What follows belongs to an exercise in optimizing a design on an open flow for small area; a production flow would make more cautious choices.
The RTL was checked by simulation tests, not by an equivalence proof against the original design.
Power figures rest on the tool's default switching activity, not on a simulated workload.

delta:
// top
module top (
  input  logic clk,   
  input  logic reset_n_in,
  input  logic midi_in,
  output logic note_cv_p,
  output logic note_cv_n
);
Size in the first run: ~660 cells after synthesis, roughly 270 flip-flops, about 5 I/O pins.
==> module top, before the edit <==
module top (
  input  logic clk,   
  input  logic reset_n_in,
  input  logic midi_in,
  output logic note_cv_p,
  output logic note_cv_n
);
  logic [3:0] rc;       
  logic       rn;       
  wire        rc_full = rc[3] & rc[1];
  always_ff @(posedge clk) begin
    if (~reset_n_in)
      rc <= 4'd0;
    else if (~rc_full)
      rc <= rc + 4'd1;
    rn   <= rc_full;
  end
  logic [4:0] rxb;
  always_ff @(posedge clk)
    rxb <= {rxb[3:0], midi_in};
  wire rxs = rxb[4];
  logic [9:0] t;        
  logic [4:0] b;        
  wire idle   = b[4] & b[2];
  wire tmatch = (t == 10'b0100011001);
  wire eor    = b[4] & b[1] & b[0];                                
  wire b18    = b[4] & b[1] & ~b[0];                               
  always_ff @(posedge clk) begin
    if (idle | tmatch)
      t <= 10'd0;
    else
      t <= {t[8:0], ~(t[9] ^ t[6])};
  end
  always_ff @(posedge clk) begin
    if (~rn | eor)
      b <= 5'd20;
    else if (idle)
      b <= rxs ? 5'd20 : 5'd0;
    else if (tmatch)
      b <= b + 5'd1;
  end
  logic [7:0] sr;
  always_ff @(posedge clk)
    if (tmatch & ~b[0] & ~b18)
      sr <= {rxs, sr[7:1]};
  wire ok = rn & tmatch & b18 & rxs;    
  logic [1:0] kind, len;
  logic [6:0] n;
  wire is_data = ~sr[7];
  wire is_stat = sr[7] & ~&sr[6:4];
  wire [1:0] kind_new = {~|sr[6:5], ~|sr[6:5] ? sr[4] : (sr[6] & ~sr[5])};
  wire [1:0] maxl = (kind == 2'b01) ? 2'd1 : 2'd2;
  wire [1:0] nlen = is_stat ? 2'd0 : is_data ? ((len == maxl) ? 2'd1 : len + 2'd1) : len;
  wire ev    = kind[1] & (nlen == maxl);
  wire is_on = kind[0] & (|sr[6:0]);
  always_ff @(posedge clk) begin
    if (~rn) begin
      kind <= 2'b00;
      len  <= 2'd0;
    end
    else if (ok) begin
      if (is_stat)
        kind <= kind_new;
      len <= nlen;
    end
  end
  always_ff @(posedge clk)
    if (ok & kind[1] & (nlen == 2'd1))
      n <= sr[6:0];
  logic [3:0]  ph;                  
  logic [15:0][10:0] ring;          
  logic [4:0]  k;                   
  wire [6:0] hn = ring[15][10:4];
  wire [3:0] hd = ring[15][3:0];
  wire kz   = (k == 5'd0);
  wire k1   = (k == 5'd1);
  wire full = k[4];
  wire act  = (hd != 4'hf) | full;
  wire neq  = (hn == n);
  wire nmatch = act & neq;
  wire newest = act & (hd == 4'd0);
  wire second = act & (hd == 4'd1);
  localparam logic [2:0] S_IDLE = 3'd0, S_ARM = 3'd1, S_F = 3'd2, S_R1 = 3'd3,
                         S_R2 = 3'd4, S_WT = 3'd5, S_P1 = 3'd6, S_P2 = 3'd7;
  logic [2:0] st;
  logic [3:0] tm;
  wire        op = is_on;           
  logic       hit;                  
  logic [3:0] a1, a2;               
  logic [6:0] o2;                   
  wire        held = hit;           
  wire  [3:0] q = a2;
  wire ph15 = &ph;
  wire tend = &tm;
  wire held_p1 = nmatch | (held & (ph != 4'd0));
  wire go   = op ? (~held_p1 & ~full) : held_p1;
  always_ff @(posedge clk) begin
    if (~rn)
      st <= S_IDLE;
    else begin
      case (st)
        S_IDLE: if (ok & ev) st <= S_ARM;
        S_ARM:  if (eor) st <= S_F;
        S_F:    if (tend) st <= (~op & hit & ~kz) ? S_R1 : S_WT;
        S_R1:   if (tend) st <= S_R2;
        S_R2:   if (tend) st <= S_WT;
        S_WT:   if (ph15) st <= S_P1;
        S_P1:   if (ph15) st <= go ? S_P2 : S_IDLE;
        default: if (ph15) st <= S_IDLE;
      endcase
    end
  end
  always_ff @(posedge clk) begin
    if (st == S_ARM)
      tm <= 4'd0;
    else if (tend & ((st == S_F) | (st == S_R1)))
      tm <= ~((st == S_F) ? a1 : a2);
    else
      tm <= tm + 4'd1;
  end
  wire p2     = (st == S_P2);
  wire ins_w  = p2 & op & ~act & ~held;
  wire del_c  = p2 & ~op & nmatch;
  wire del_d  = p2 & ~op & act & (hd > q);
  wire inc    = p2 & op & act;
  always_ff @(posedge clk) begin
    if (newest)
      a1 <= ph;
    if (second | (newest & k1))
      o2 <= hn;
    if (st == S_P1) begin
      hit <= held_p1;
      if (nmatch)
        a2 <= hd;
    end
    else if (st == S_P2) begin
      if (ins_w)
        hit <= 1'b1;
    end
    else begin
      if (newest)
        hit <= neq;
      if (second | (newest & k1))
        a2 <= ph | {4{~second}};
    end
  end
  logic [3:0] nd;
  always_comb begin
    if (ins_w)
      nd = 4'd0;
    else if (kz | del_c)
      nd = 4'hf;
    else if (inc)
      nd = hd + 4'd1;
    else if (del_d)
      nd = hd - 4'd1;
    else
      nd = hd;
  end
  always_ff @(posedge clk) begin
    ph <= ph + 4'd1;
    ring <= {ring[14:0], {ins_w ? n : hn, nd}};
  end
  always_ff @(posedge clk) begin
    if (~rn)
      k <= 5'd0;
    else if (ins_w)
      k <= k + 5'd1;
    else if (p2 & ~op & ph15)
      k <= k - 5'd1;
  end
  wire fire = ((st == S_F) & (tm == 4'd6) & op & ~full) | ((st == S_R2) & tend);
  wire [6:0] src = (st == S_F) ? n : o2;
  wire ge60 = src[6] | (&src[5:2]);
  logic [5:0] w;
  always_ff @(posedge clk) begin
    if (~rn)
      w <= 6'd0;
    else if (fire)
      w <= {src[5:3] | {3{ge60}}, src[2] & ~ge60, src[1:0] | {2{ge60}}};
  end
  logic [5:0] dc;
  wire        dm  = (dc == 6'b001001);
  wire        den = (dc == 6'd0);
  always_ff @(posedge clk) begin
    if (~rn | dm)
      dc <= 6'd0;
    else
      dc <= {dc[4:0], ~(dc[5] ^ dc[4])};
  end
  logic [5:0] dse;
  wire  [6:0] add = {1'b0, w} + {1'b0, dse};
  always_ff @(posedge clk) begin
    if (~rn)
      dse <= 6'd0;
    else if (den)
      dse <= add[5:0];
    note_cv_p <= add[6];
  end
  assign note_cv_n = ~note_cv_p;
endmodule
make LEC_CHECK=0 CAP_MARGIN=20 CORE_MARGIN=2 CORE_UTILIZATION=40 CTS_BUF_LIST=sky130_fd_sc_hd__clkbuf_8 CTS_CLUSTER_DIAMETER=60 CTS_CLUSTER_SIZE=20 SLEW_MARGIN=20 finish   # period 20.0 ns
run.sh (not shown) runs the stock make flow with config.mk's settings and CLKGATE_MAP_FILE= SYNTH_SCRIPT=/design/flow/synth_recipe.tcl, a recipe that flattens the netlist after the stock synthesis.
What beta does differently from delta at the input level:
diff --git a/flow/design.v b/flow/design.v
--- a/flow/design.v
+++ b/flow/design.v
@@ -88,36 +88,34 @@
   logic       hit;                  
   logic [3:0] a1, a2;               
   logic [6:0] o2;                   
   wire        held = hit;           
   wire  [3:0] q = a2;
   wire ph15 = &ph;
-  wire tend = &tm;
+  wire teq  = (tm == ((st == S_R1) ? a1 : a2));
   wire held_p1 = nmatch | (held & (ph != 4'd0));
   wire go   = op ? (~held_p1 & ~full) : held_p1;
   always_ff @(posedge clk) begin
     if (~rn)
       st <= S_IDLE;
     else begin
       case (st)
         S_IDLE: if (ok & ev) st <= S_ARM;
         S_ARM:  if (eor) st <= S_F;
-        S_F:    if (tend) st <= (~op & hit & ~kz) ? S_R1 : S_WT;
-        S_R1:   if (tend) st <= S_R2;
-        S_R2:   if (tend) st <= S_WT;
+        S_F:    if (&tm) st <= (~op & hit & ~kz) ? S_R1 : S_WT;
+        S_R1:   if (teq) st <= S_R2;
+        S_R2:   if (teq) st <= S_WT;
         S_WT:   if (ph15) st <= S_P1;
         S_P1:   if (ph15) st <= go ? S_P2 : S_IDLE;
         default: if (ph15) st <= S_IDLE;
       endcase
     end
   end
   always_ff @(posedge clk) begin
-    if (st == S_ARM)
+    if ((st == S_ARM) | ((st == S_R1) & teq))
       tm <= 4'd0;
-    else if (tend & ((st == S_F) | (st == S_R1)))
-      tm <= ~((st == S_F) ? a1 : a2);
     else
       tm <= tm + 4'd1;
   end
   wire p2     = (st == S_P2);
   wire ins_w  = p2 & op & ~act & ~held;
   wire del_c  = p2 & ~op & nmatch;
@@ -166,13 +164,13 @@
       k <= 5'd0;
     else if (ins_w)
       k <= k + 5'd1;
     else if (p2 & ~op & ph15)
       k <= k - 5'd1;
   end
-  wire fire = ((st == S_F) & (tm == 4'd6) & op & ~full) | ((st == S_R2) & tend);
+  wire fire = ((st == S_F) & (tm == 4'd6) & op & ~full) | ((st == S_R2) & teq);
   wire [6:0] src = (st == S_F) ? n : o2;
   wire ge60 = src[6] | (&src[5:2]);
   logic [5:0] w;
   always_ff @(posedge clk) begin
     if (~rn)
       w <= 6'd0;
## What came out
- Multi-input gate count, delta and beta, lower one = delta.
- | routed wire length | beta vs delta | about 4% higher |
- | power share of the combinational group | delta vs beta | ≈ equal |
- Final setup slack of the worst path: delta vs beta, no meaningful difference
- Relative to delta, the final cell area reported for beta is higher.
- In beta the average wire per standard cell turned out 2.8% higher than in delta.
- Summary — share of the yosys chip area belonging to registers, beta relative to delta: lower, by 0.56 points.
- | maximum clock rate | beta vs delta | ≈ equal |
- The higher wire length of the first global-routing pass of delta and beta is in beta.
- In beta, the portion of the layout cell area used by clock cells came out 0.64 points below the value in delta.
- beta: number of nets in the synthesized netlist higher than delta
- Relative to delta, beta improves tightest slew margin relative to the limit.
- The number of clock buffer instances in the layout of beta falls short of that of delta by 2.

## what the ideal ports hide
The results above use ideal ports. As a check the final layouts listed here were re-extracted and re-timed, cells and wires unchanged.
Step 1, drivers: a clkbuf_16 drives clk and a buf_2 each remaining input, both assumed.
Step 2 times the ports against the registers' clock, not the clock port: input delays grow and output delays shrink by t, the midpoint of the rising clock arrivals with the driver on.
Slacks: ideal ports / drivers / drivers and shift; pairs: ideal ports / drivers.
run | t, ns | setup slack, ns | worst setup path after step 2 | worst slew at a driven data input, ns | pins driven straight from the clock port
delta | 0.559 | 14.581 / 14.541 / 15.100 | register to output | 0.03 | 1
beta | 0.548 | 14.583 / 14.544 / 15.091 | register to output | 0.03 | 1
After both steps setup and hold are still met in every run listed.
